From an optimization exercise on the open Yosys and OpenROAD flow, aimed at small area; shortcuts taken in it are not production practice. No run shown here included a check of the RTL's function; only the layout flow was run. No activity file was given, so power comes from the tool's default toggle rates.

<file path="flow/config.mk">
export PLATFORM = sky130hd
export DESIGN_NAME = orionkeyboard
export DESIGN_NICKNAME = orionkeyboard
export VERILOG_FILES = /design/flow/design.v
export SDC_FILE = /design/flow/constraint.sdc
export NUM_CORES = 4
export LEC_CHECK = 0
export CAP_MARGIN = 20
export CORE_MARGIN = 2
export CORE_UTILIZATION = 40
export CTS_BUF_LIST = sky130_fd_sc_hd__clkbuf_4
export CTS_CLUSTER_DIAMETER = 100
export CTS_CLUSTER_SIZE = 30
export SLEW_MARGIN = 20
</file>
<file path="flow/constraint.sdc">
create_clock -name core_clock -period 10.0 [get_ports {clk}]
set_input_delay 2.0000 -clock core_clock [delete_from_list [all_inputs] [get_ports {clk}]]
set_output_delay 2.0000 -clock core_clock [all_outputs]
set_load 0.01 [all_outputs]
</file>
<file path="flow/design.v">
module ps2_keyboard (
  input            clk,
  input            reset,
  input            ps2_clk_i,
  input            ps2_data_i,
  output           rx_done,
  output reg [7:0] rx_data
);
reg        ps2_clk_s;
reg  [1:0] m;
reg  [3:0] bit_count;
reg [11:0] timer;
wire in_clk_h   = ~m[1] & ~m[0];
wire fall       =  m[1] &  m[0];
wire rise       =  m[1] & ~m[0];
wire timer_done = (timer == 12'h020);
assign rx_done = (bit_count == 4'd11);
always @(posedge clk) begin
  if (reset) begin
    ps2_clk_s <= 1'b0;
    m         <= 2'b00;
  end else begin
    ps2_clk_s <= ps2_clk_i;
    m[0]      <= m[1] ? m[0] : ~ps2_clk_s;
    m[1]      <= ~m[1] & (m[0] == ps2_clk_s);
  end
end
always @(posedge clk) begin
  if (reset || rx_done || (timer_done && in_clk_h && ps2_clk_s))
    bit_count <= 4'd0;
  else if (fall)
    bit_count <= bit_count + 4'd1;
end
always @(posedge clk) begin
  if (reset || rise)
    timer <= 12'd0;
  else
    timer <= {timer[10:0], ~(timer[11] ^ timer[10])};
end
always @(posedge clk) begin
  if (in_clk_h && ~ps2_clk_s && (bit_count != 4'd0) && (bit_count <= 4'd8))
    rx_data <= {ps2_data_i, rx_data[7:1]};
end
endmodule
`default_nettype none
module orionkeyboard
(
input				clk,
input				reset,
output              res_k,
output              turb_10,
output              turb_5,
output              turb_2,
output              rom_s,
output              cpm_s,
input				ps2_clk,
input				ps2_data,
input		[7:0]	rk_kb_scan,
output		[7:0]	rk_kb_out,
output      [1:0]   pref,
output				key_rus_lat,
output				key_us,
output				key_ss,
input				ind_rus_lat,
output		[7:0]	rk_kbo,
output              key_int
);
wire       rx_done;
wire [7:0] code;
ps2_keyboard ps2_keyboard_ins (
  .clk        (clk),
  .reset      (reset),
  .ps2_clk_i  (ps2_clk),
  .ps2_data_i (ps2_data),
  .rx_done    (rx_done),
  .rx_data    (code)
);
reg [7:0] rk_kb;
reg       shift, ctrl, caps;
reg       res_key, turbo10, turbo5, turbo2, rom, cpm;
reg       ex_code;
reg       brk;           
reg [1:0] prefix;
reg [2:0] ph;            
reg [63:0] km;
assign key_rus_lat = caps;
assign key_us      = ctrl;
assign key_ss      = shift;
assign res_k       = res_key;
assign turb_10     = turbo10;
assign turb_5      = turbo5;
assign turb_2      = turbo2;
assign rom_s       = rom;
assign cpm_s       = cpm;
assign rk_kbo      = rk_kb;
assign pref        = prefix;
wire ph4 =  ph[2] &  ph[1] & ~ph[0];
wire ph5 =  ph[2] & ~ph[1];
wire is_f0  = (code == 8'hF0);
wire is_e0  = (code == 8'hE0);
wire is_12  = (code == 8'h12);
reg  is_mod;
always @* begin
  case (code)
    8'h12, 8'h59, 8'h14, 8'h58, 8'h7e, 8'h07, 8'h78, 8'h09, 8'h01, 8'h0a: is_mod = 1'b1;
    default: is_mod = 1'b0;
  endcase
end
wire apply = ~is_e0 & (brk | ~is_f0);
wire strobe = ph5 & apply & ~is_mod;
assign key_int = ph5 & apply & (~brk | ~is_mod);
always @(posedge clk) begin
  if (reset)
    ph <= 3'b000;
  else
    ph <= {ph[1], ph[0], ~ph[2] & (ph[0] | rx_done)};
end
always @(posedge clk) begin
  if (reset) begin
    shift   <= 1'b1;
    ctrl    <= 1'b1;
    caps    <= 1'b1;
    res_key <= 1'b0;
    cpm     <= 1'b0;
    turbo10 <= 1'b0;
    turbo5  <= 1'b0;
    turbo2  <= 1'b0;
    rom     <= 1'b0;
    rk_kb   <= 8'h00;
    prefix  <= 2'b00;
  end else if (ph4 && apply) begin
    if (!(is_12 && ex_code))
      rk_kb <= code;
    prefix <= brk ? 2'd2 : {1'b0, ex_code};
    case (code)
      8'h12, 8'h59: shift   <= brk;
      8'h14:        ctrl    <= brk;
      8'h58:        caps    <= brk;
      8'h7e:        res_key <= ~brk;
      8'h07:        turbo10 <= ~brk;
      8'h78:        turbo5  <= ~brk;
      8'h09:        turbo2  <= ~brk;
      8'h01:        rom     <= ~brk;
      8'h0a:        cpm     <= ~brk;
      default: ;
    endcase
  end
end
always @(posedge clk) begin
  if (reset) begin
    ex_code <= 1'b0;
    brk     <= 1'b0;
  end else if (ph5) begin
    ex_code <= is_e0 | (ex_code & ~brk & is_f0);
    brk     <= (~brk & is_f0) | (brk & is_e0);
  end
end
assign	rk_kb_out = ~(8'h00 |   ((rk_kb_scan[0]==1'b0)? km[8*0 +: 8]: 8'h0) |
								((rk_kb_scan[1]==1'b0)? km[8*7 +: 8]: 8'h0) |
								((rk_kb_scan[2]==1'b0)? km[8*6 +: 8]: 8'h0) |
								((rk_kb_scan[3]==1'b0)? km[8*5 +: 8]: 8'h0) |
								((rk_kb_scan[4]==1'b0)? km[8*4 +: 8]: 8'h0) |
								((rk_kb_scan[5]==1'b0)? km[8*3 +: 8]: 8'h0) |
								((rk_kb_scan[6]==1'b0)? km[8*2 +: 8]: 8'h0) |
								((rk_kb_scan[7]==1'b0)? km[8*1 +: 8]: 8'h0) );
wire km_d = ~brk & ~reset;
reg [63:0] km_sel;
always @* begin
  km_sel = 64'd0;
  case ({ex_code, code})
    9'h16c: km_sel[0] = 1'b1;
    9'h171: km_sel[1] = 1'b1;
    9'h076: km_sel[2] = 1'b1;
    9'h005: km_sel[3] = 1'b1;
    9'h006: km_sel[4] = 1'b1;
    9'h004: km_sel[5] = 1'b1;
    9'h00c: km_sel[6] = 1'b1;
    9'h003: km_sel[7] = 1'b1;
    9'h022: km_sel[8] = 1'b1;
    9'h035: km_sel[9] = 1'b1;
    9'h01a: km_sel[10] = 1'b1;
    9'h054: km_sel[11] = 1'b1;
    9'h05d: km_sel[12] = 1'b1;
    9'h05b: km_sel[13] = 1'b1;
    9'h00e: km_sel[14] = 1'b1;
    9'h029: km_sel[15] = 1'b1;
    9'h04d: km_sel[16] = 1'b1;
    9'h015: km_sel[17] = 1'b1;
    9'h02d: km_sel[18] = 1'b1;
    9'h01b: km_sel[19] = 1'b1;
    9'h02c: km_sel[20] = 1'b1;
    9'h03c: km_sel[21] = 1'b1;
    9'h02a: km_sel[22] = 1'b1;
    9'h01d: km_sel[23] = 1'b1;
    9'h033: km_sel[24] = 1'b1;
    9'h043: km_sel[25] = 1'b1;
    9'h03b: km_sel[26] = 1'b1;
    9'h042: km_sel[27] = 1'b1;
    9'h04b: km_sel[28] = 1'b1;
    9'h03a: km_sel[29] = 1'b1;
    9'h031: km_sel[30] = 1'b1;
    9'h044: km_sel[31] = 1'b1;
    9'h052: km_sel[32] = 1'b1;
    9'h01c: km_sel[33] = 1'b1;
    9'h032: km_sel[34] = 1'b1;
    9'h021: km_sel[35] = 1'b1;
    9'h023: km_sel[36] = 1'b1;
    9'h024: km_sel[37] = 1'b1;
    9'h02b: km_sel[38] = 1'b1;
    9'h034: km_sel[39] = 1'b1;
    9'h04c: km_sel[42] = 1'b1;
    9'h07c: km_sel[42] = 1'b1;
    9'h04e: km_sel[43] = 1'b1;
    9'h079: km_sel[43] = 1'b1;
    9'h041: km_sel[44] = 1'b1;
    9'h055: km_sel[45] = 1'b1;
    9'h07b: km_sel[45] = 1'b1;
    9'h049: km_sel[46] = 1'b1;
    9'h071: km_sel[46] = 1'b1;
    9'h04a: km_sel[47] = 1'b1;
    9'h14a: km_sel[47] = 1'b1;
    9'h045: km_sel[48] = 1'b1;
    9'h070: km_sel[48] = 1'b1;
    9'h016: km_sel[49] = 1'b1;
    9'h069: km_sel[49] = 1'b1;
    9'h01e: km_sel[50] = 1'b1;
    9'h072: km_sel[50] = 1'b1;
    9'h026: km_sel[51] = 1'b1;
    9'h07a: km_sel[51] = 1'b1;
    9'h025: km_sel[52] = 1'b1;
    9'h06b: km_sel[52] = 1'b1;
    9'h02e: km_sel[53] = 1'b1;
    9'h073: km_sel[53] = 1'b1;
    9'h036: km_sel[54] = 1'b1;
    9'h074: km_sel[54] = 1'b1;
    9'h03d: km_sel[55] = 1'b1;
    9'h06c: km_sel[55] = 1'b1;
    9'h03e: km_sel[40] = 1'b1;
    9'h075: km_sel[40] = 1'b1;
    9'h046: km_sel[41] = 1'b1;
    9'h07d: km_sel[41] = 1'b1;
    9'h00d: km_sel[56] = 1'b1;
    9'h170: km_sel[57] = 1'b1;
    9'h05a: km_sel[58] = 1'b1;
    9'h15a: km_sel[58] = 1'b1;
    9'h066: km_sel[59] = 1'b1;
    9'h16b: km_sel[60] = 1'b1;
    9'h175: km_sel[61] = 1'b1;
    9'h174: km_sel[62] = 1'b1;
    9'h172: km_sel[63] = 1'b1;
    default: ;
  endcase
end
genvar gi;
generate for (gi = 0; gi < 64; gi = gi + 1) begin : g_km
  always @(posedge clk)
    if (reset || (strobe && km_sel[gi]))
      km[gi] <= km_d;
end endgenerate
endmodule
</file>
<file path="flow/run.sh">
#!/bin/bash
# synth_recipe.tcl (not shown) runs the flow's synth.tcl, then flattens the netlist and writes it again
# the make line also repeats each setting of config.mk as NAME=value (left out here)
make -C /OpenROAD-flow-scripts/flow DESIGN_CONFIG=/design/flow/config.mk WORK_HOME=/design/flow/orfs CLKGATE_MAP_FILE= SYNTH_SCRIPT=/design/flow/synth_recipe.tcl finish
</file>
==> run summary, run 1 <==
STA puts the critical path data required time at 8000 ps. The data arrival at the endpoint of the critical path came out at 4000 ps. The final setup violation count is 0.

The number of warning messages in the yosys log came out at 2. The number of clock buffers added by TritonCTS is 17. The count of unresolved DRC violations after routing is 0.

In the post-synthesis netlist, the biggest area contributors are edfxtp_1 (38%), dfxtp_1 (15%), a31o_1 (5.8%), inv_1 (4.6%), o22ai_1 (3.5%). The endpoint identified for the worst register-to-register timing path is km[63]$_DFFE_PP_. Of the total power, the share spent switching nets is 22.3%. The clock tree from TritonCTS is done. The routed design uses 6.66 mm of met2 wire. The routed metal-1 wire length is 6.88 mm. In this run, synthesis produced a sequential element count of roughly 120.

After the first detailed-routing iteration, the DRC count stood at 411. The number of enable-type register cells in the synthesized netlist is 72. The height of the die came out at about 120 µm.

Input and output buffers added on the ports amount to 39. The number of post-CTS setup repair buffers is 0. In the final routed layout, each cell accounts on average for 19.5 µm. The proportion of power drawn by the clock network is roughly two fifths. The worst-case headroom to the max-slew limit came out at 31.1%. Power comes to a little over 0.001 W.

The worst setup margin is 4000 ps. The share of async-settable or async-resettable flops after synthesis came out at 0%. STA classifies the critical path endpoint as a primary output.

The global-route wire length before repair is 22.7 mm. The initial utilization of the core area, before any placement, comes to 41.2%. The remaining global-route overflow came out at 0. The synthesized design spends more area on one cell type than any other, namely edfxtp_1. For hold timing, the worst endpoint is ps2_keyboard_ins.timer[6]$_SDFF_PP0_. The clock period could shrink to 6000 ps. The sequential fraction of the synthesis area came out at 52.7%. The number of H-tree levels came out at 4. Entering global routing, the biggest net connects 94 pins.

The top cell type's share of synthesized area came out at 37.7%. The highest layer touched by signal routing is met4. The power density over cell area came out at roughly 150 nW/µm². The floorplan has 43 rows.

The share of total power dissipated in sequential elements is 53.0%. After layout, the worst path uses 60.0% of the clock period. Setup repair after global routing left no endpoint under its margin. The maximum achievable frequency is 167 MHz.

The logic gate share of total power came out at 6.7%. Once detail routing completed, the nets flagged for antenna violations numbered 0. The number of pins exceeding their max-slew limit in the final report came to 0. The overall die width is 124 µm. In this run the most critical hold path is launched from ps2_keyboard_ins.timer[5]$_SDFF_PP0_.

The post-synth net total is 549. The detailed-routing iteration count for the pre-antenna-repair pass came out at 7. The die covers 15,300 µm². The peak supply drop is 0.0766 mV. The final hold slack is about 460 ps. Routability-driven placement finished with a final weighted congestion of 0.770. The synthesized area per cell came out at 10.8 µm². The layout overhead on the synthesized area is 13.6%.

The number of max-capacitance violations reported came out at 0. The most frequent cell after synthesis is edfxtp_1. The flow ran to the end and the layout has no timing, DRC or antenna violations. The via count of the first global-routing pass came out at between 4,000 and 5,000.

The detailed router placed 4,206 vias in this run. The cell area after technology mapping is between 5000 and 6000 µm². The clock input transition at the sequential cells of the worst setup and hold paths is 100 ps. In this run the clock root is driven by a clkbuf_4. The number of hold violations in the final report is 0.

The number of antenna violations at the first check in global routing is 1. The internal reg-to-reg setup slack is 7060 ps. The clock sink total is between 100 and 150. The number of top-level pins is 41. The hold buffer count at cts is 0.

The analysis attributes to net switching a power of 0.000225 W. The global routing usage summed across all routing layers is 20.1%. The total area inside the core boundary comes to 13,900 µm². The quantity of gates resized following cts is 0. For this design the static power due to leakage is about 2.6 nW. The synthesized netlist cell count is about 530. Counting instances in the post-synthesis netlist gives the leading cell types as edfxtp_1 (72), inv_1 (71), dfxtp_1 (43). In the detailed route, the total length drawn on met3 is 674 µm. The number of buffers between clock root and the deepest sink is 2.

The type of the tightest min-delay check is reg -> reg. The number of unique standard cell types used by synthesis came out at 60. The clock network latency to the later pin of the worst-skew pair is around 540 ps. The critical-path maximum fanout came out at 8. In the synthesized netlist the dominant register cell turns out to be edfxtp_1. Of the cells placed in the final design, the portion with a size suffix greater than 1 is 11.8%. The hold-critical path depth came out at 1.

The worst setup path is of the in -> out kind. Setup total negative slack on the finished layout was measured at 0 ps. After detailed routing, the number of vias per cell comes to 5.69. The startpoint identified for the worst register-to-register timing path is ps2_keyboard_ins.rx_data[4]$_DFFE_PP_. For the pin with the worst max-slew slack, the measured transition is 1030 ps. The minimum setup slack after placement is 4000 ps. STA classifies the critical path startpoint as an input port. The internal cell power is 0.000781 W.

Counting cells, the worst reg-to-reg path comes to 5. The clock tree skew after final layout is between 15 and 20 ps. After legalization and detailed placement, the total HPWL measured 8.66 mm. The overall routed net length came out at roughly 14 mm. The net count of the finished layout is 561.
## area by class of cell
cell class	instances	area (µm²)
sequential	115	3020
clock buffer	20	150
tap	180	225
timing repair buffer	50	472
fill	1293	7420
inverter	71	267
clock inverter	12	186
multi-input combinational	290	2190
antenna	1	2.50
## flip-flops by register name, indices dropped and copies added (netlist names), 2 cells and up
name and count:
km 64, ph 3, prefix 2, ps2_keyboard_ins.bit_count 4, ps2_keyboard_ins.m 2, ps2_keyboard_ins.rx_data 8
ps2_keyboard_ins.timer 12, rk_kb 8
## how the worst max path moves through the flow
stage                        from      endpoint  slack, ps
floorplan           rk_kb_scan[6]  rk_kb_out[4]       5210
global placement    rk_kb_scan[4]  rk_kb_out[1]       3980
detailed placement  rk_kb_scan[4]  rk_kb_out[1]       4000
CTS                 rk_kb_scan[3]  rk_kb_out[3]       3990
global route        rk_kb_scan[1]  rk_kb_out[3]       3930
finish              rk_kb_scan[4]  rk_kb_out[1]       4000
## worst max-delay path, stage by stage
cell and delay (ps):
clkdlybuf4s50_1 750, o22ai_1 200, nor4_1 430, clkdlybuf4s50_1 620
## placed cells by master, fill, tap and decap left out, drive strengths merged, types with 14 or more instances in the layout
master	instances
clkdlybuf4s50	38
inv	72
dfxtp	43
a21oi	14
edfxtp	72
clkbuf	20
nor2	15
and2	16
o22ai	32
nand3	19
a31o	41
## per-layer routing
layer,vias to the layer above,global-route usage [%]
li1,1994,-
met1,2071,28.1
met2,124,30.4
met3,17,4.85
met4,0,7.24
met5,-,0
## through the flow
step | utilization, % | instances | area [µm²]
3_3_place_gp | 44.3 | 705 | 6170
4_1_cts | 46.7 | 737 | 6500
5_1_grt | 46.8 | 739 | 6520
2_1_floorplan | - | 533 | 5740
6_report | 46.8 | 739 | 6520
3_5_place_dp | 44.3 | 705 | 6170
## power groups by stage
stage                     Sequential [W]  Combinational, W  Clock (W)
after global placement          0.000543         0.0000667          0
after floorplan                 0.000539         0.0000496          0
after detailed placement        0.000544         0.0000676          0
after global routing            0.000536         0.0000744   0.000432
after CTS                       0.000533         0.0000680   0.000413
final                           0.000533         0.0000678   0.000405
## cell families after synthesis
logic type                 after synthesis  share of synthesized area (%)
AOI/OAI and AO/OA                      144                           19.7
xor gates and xnor gates                 5                          0.763
adders and majority gates                3                          0.654
and+or+nand+nor                        129                           14.8
muxes                                    9                           1.57
buffers and inverters                  128                           9.90
DFF                                    115                           52.7
==> inputs of run 2 (changes only) <==
--- a/flow/config.mk
+++ b/flow/config.mk
@@ -8,7 +8,7 @@
 export CAP_MARGIN = 20
 export CORE_MARGIN = 2
 export CORE_UTILIZATION = 40
-export CTS_BUF_LIST = sky130_fd_sc_hd__clkbuf_4
-export CTS_CLUSTER_DIAMETER = 100
-export CTS_CLUSTER_SIZE = 30
+export CTS_BUF_LIST = sky130_fd_sc_hd__clkbuf_2 sky130_fd_sc_hd__clkbuf_4
+export CTS_CLUSTER_DIAMETER = 200
+export CTS_CLUSTER_SIZE = 50
 export SLEW_MARGIN = 20
==> run 2 against run 1 <==
Against the previous run: synthesized area did not move; critical path depth did not move; highest routed layer unchanged; combinational power barely moved; maximum frequency did not move; final area did not move; utilization did not move; still clean.
==> run summary, run 2 <==
The flow ran to the end and the layout has no timing, DRC or antenna violations. No sink is reached through more buffers than the 2 on the longest clock path. The region available for standard cell placement spans 13,900 µm². The top cell type's share of synthesized area came out at ~38%. The worst setup margin came out at 4000 ps. The floorplan step set the die width to 124 µm. The count of standard-cell rows is 43. Data arrives at the worst endpoint at 4000 ps. The sequential fraction of the synthesis area is 52.7%. The height of the die is around 120 µm. Summed over all layers, the global routing overflow is 0. The most repeated library cell on the critical path is clkdlybuf4s50_1.

The clock sink total came out at 115. In the synthesized netlist, the cells that appear most often are edfxtp_1 (72), inv_1 (71), dfxtp_1 (43). The count of unresolved DRC violations after routing came out at 0.

The weighted congestion at the end of routability-driven global placement is 0.770. The number of max-capacitance violations reported came out at 0. The register with the most flip-flops in the layout has 64 of them. The clock tree skew after final layout is 19.6 ps. The startpoint identified for the worst register-to-register timing path is ps2_keyboard_ins.rx_data[4]$_DFFE_PP_.

The leakage power came out at 2.55 nW. Power spread over the standard cell area amounts to 154 nW/µm². The number of top-level pins came out at 41. The number of warning messages in the yosys log is 2. The number of different library cells used by synthesis comes to 60.

In this run the clock root is driven by a clkbuf_4. The count of input and output buffers came out at 39. The final setup violation count is 0.

TritonCTS built the clock tree. The synthesized flop and latch total came out at 115. Among all flip-flop cells after synthesis, the most frequent one is edfxtp_1. Along the worst hold path, the cell count comes to 1.

The share of post-route cells with drive strength above 1 came out at approximately an eighth. The overall routed net length came out at 14.4 mm. The detailed-routing iteration count for the pre-antenna-repair pass is 7. The critical path goes through clkdlybuf4s50_1 -> o22ai_1 -> nor4_1 -> clkdlybuf4s50_1. The die covers 15,300 µm². The internal reg-to-reg setup slack came out at 7060 ps. STA classifies the critical path startpoint as an input port. The number of antenna violations at the first check in global routing came out at 1.

The clock input transition at the sequential cells of the worst setup and hold paths came out at 100 ps. The pin count of the biggest net entering global routing came out at 94. The number of hold violations in the final report came out at 0. Across all hold checks on the routed design, the worst slack comes to 463 ps. The remaining antenna violation count after routing came out at 0. The TritonCTS buffer count came out at 17. The first global-routing pass estimated 22.7 mm of wire. The number of nets in the synthesized netlist is around 550. In this run the number of H-tree levels came out at 4.

The cell area after technology mapping came out at 5740 µm². The largest stage delay on the critical path is 750 ps. In the post-synthesis netlist, the biggest area contributors are edfxtp_1 (38%), dfxtp_1 (15%), a31o_1 (5.8%), inv_1 (4.6%), o22ai_1 (3.5%). The sum of net half-perimeters after detailed placement is 8.66 mm.

The most common library cell in the layout ignoring fill and taps is edfxtp_1. Following the worst setup path forward leads to its endpoint at rk_kb_out[1]. The worst-case headroom to the max-slew limit came out at 31.1%. The final-stage net count is 561. Tracing the worst setup path back leads to its startpoint at rk_kb_scan[4]. More flip-flops sit in one register than any other, and that register is km. The quantity of gates resized following cts is 0. The detailed router placed 4,206 vias in this run. In the final layout, the registers with the most flip-flops are km x64, ps2_keyboard_ins.timer x12. The worst setup path is of the in -> out kind.

Along the worst path, the maximum fanout reaches 8. The hold buffer count at cts is 0. The mean number of vias per cell is 5.69. Yosys instantiated no cell more often than edfxtp_1. In this run the critical register-to-register path is captured at km[63]$_DFFE_PP_. The synthesized area per cell came out at 10.8 µm². Dividing the detail-routed wire length by the instance count gives just under 20 µm. After technology mapping, the gate count stands at 533. The final non-filler cell area came out at 6520 µm². For this configuration, the core starts out at a cell density of 41.2%. The via count of the first global-routing pass is about 4,000. Setup repair after global routing left no endpoint under its margin. The share of async-settable or async-resettable flops after synthesis is 0%. For the worst flop-to-flop path, the logic depth is 5. The number of enable-type register cells in the synthesized netlist came out at 72.

Before CTS, the worst setup slack after placement is 4000 ps. The clock network latency to the later pin of the worst-skew pair came out at around 540 ps. The maximum achievable frequency came out at 167 MHz. The slowest cell on the critical path is clkdlybuf4s50_1. The required time of the critical path came out at ~8000 ps. Summed over all failing endpoints, the final setup total negative slack is 0 ps.

The library cells used most frequently in the layout, excluding fill and tap cells, are edfxtp_1 (72), inv_1 (71), dfxtp_1 (43). After the first detailed-routing iteration, the DRC count stood at approximately 410. edfxtp_1 takes more of the synthesized area than any other cell. The final critical-path share of the clock period is 60.0%. The number of post-CTS setup repair buffers is 0. The number of fillers in the final layout is 1,293.

The shortest clock period the worst path allows after layout came out at 6000 ps. The peak supply drop came out at 0.0766 mV. The layout overhead on the synthesized area came out at 13.6%. The post-detailed-placement cell area is 6170 µm².

STA classifies the critical path endpoint as a primary output. The slew at the pin closest to its max-slew limit came out at 1030 ps. The min-delay analysis places its worst path in the category reg -> reg. The number of pins exceeding their max-slew limit in the final report came to 0. The global routing usage summed across all routing layers came out at 20.1%.
## run 2: worst min path at each step
stage / start / to / slack (ps)
2_1_floorplan: ps2_keyboard_ins.rx_data[2]$_DFFE_PP_ / ps2_keyboard_ins.rx_data[1]$_DFFE_PP_ / 420
3_3_place_gp: ps2_keyboard_ins.timer[5]$_SDFF_PP0_ / ps2_keyboard_ins.timer[6]$_SDFF_PP0_ / 430
5_1_grt: ph[2]$_SDFF_PP0_ / ph[0]$_SDFF_PP0_ / 490
4_1_cts: ps2_keyboard_ins.timer[5]$_SDFF_PP0_ / ps2_keyboard_ins.timer[6]$_SDFF_PP0_ / 460
6_report: ps2_keyboard_ins.timer[5]$_SDFF_PP0_ / ps2_keyboard_ins.timer[6]$_SDFF_PP0_ / 460
3_5_place_dp: ps2_keyboard_ins.timer[5]$_SDFF_PP0_ / ps2_keyboard_ins.timer[6]$_SDFF_PP0_ / 430
## run 2: area by class of cell
cell class	instances	area (µm²)	share of cell area [%]
inverter	71	267	4.09
clock buffer	20	150	2.30
clock inverter	12	186	2.86
sequential	115	3020	46.4
multi-input combinational	290	2190	33.6
tap	180	225	3.45
antenna	1	2.50	0.0384
timing repair buffer	50	472	7.24
## run 2: stage by stage
step,total power (W),utilization (%),cells
2_1_floorplan,0.000588,-,533
3_3_place_gp,0.000610,44.3,705
3_5_place_dp,0.000612,44.3,705
4_1_cts,0.00101,46.7,737
5_1_grt,0.00104,46.8,739
6_report,0.00101,46.8,739
## run 2: logic make-up (layout without fill, tap and decap cells)
logic type	Yosys count	count (layout)	synth area share, %
simple gates	129	129	14.8
compound gates	144	144	19.7
fa+ha+maj	3	3	0.654
buf+inv	128	153	9.90
xor+xnor	5	5	0.763
mux	9	9	1.57
flops	115	115	52.7
other cells	0	1	0
## run 2: routing by layer
metal	share of wire, %	wire [µm]	track usage [%]	vias up
met4	1.4	208	7.24	0
li1	-	-	-	1994
met2	46	6660	30.4	124
met3	4.7	674	4.85	17
met1	48	6880	28.1	2071
met5	0	0	0	-
## run 2: where the power goes
| part | total, W | switching, W | internal [W] |
|---|---|---|---|
| registers | 0.000533 | 0.0000101 | 0.000523 |
| logic | 0.0000678 | 0.0000390 | 0.0000288 |
| clock network | 0.000405 | 0.000176 | 0.000229 |
| total | 0.00101 | 0.000225 | 0.000781 |
## run 2: worst max-delay path, delay by kind of cell
family / cells / cell delay [ps]
buffers and inverters: 2 / 1370
AND/OR/NAND/NOR: 1 / 430
AO/OA/AOI/OAI: 1 / 200

## port drivers added, routing unchanged
No port has a modelled driver above. Below, the same layouts with a new extraction and two added sets of constraints. Step 1 (the two cells are an assumption about what drives the block):
set clk [get_ports {clk}]
set_driving_cell -lib_cell sky130_fd_sc_hd__clkbuf_16 $clk
set_driving_cell -lib_cell sky130_fd_sc_hd__buf_2 [delete_from_list [all_inputs] $clk]
Step 2 moves the port delays by t, midway between the first and last clock arrival at a register: inputs arrive t later, outputs are due t later. That takes back most of the time a late clock gives input paths. Slacks: no drivers / after step 1 / after step 2; pairs: no drivers / after step 1.
run | t (ns) | setup WS [ns] | worst setup path after step 2 | clock arrival spread, ns
run 1 | 0.564 | 3.998 / 3.973 / 3.973 | input to output | 0.023 / 0.023
run 2 | 0.564 | 3.998 / 3.973 / 3.973 | input to output | 0.023 / 0.023
After both steps setup and hold are still met in every run listed.
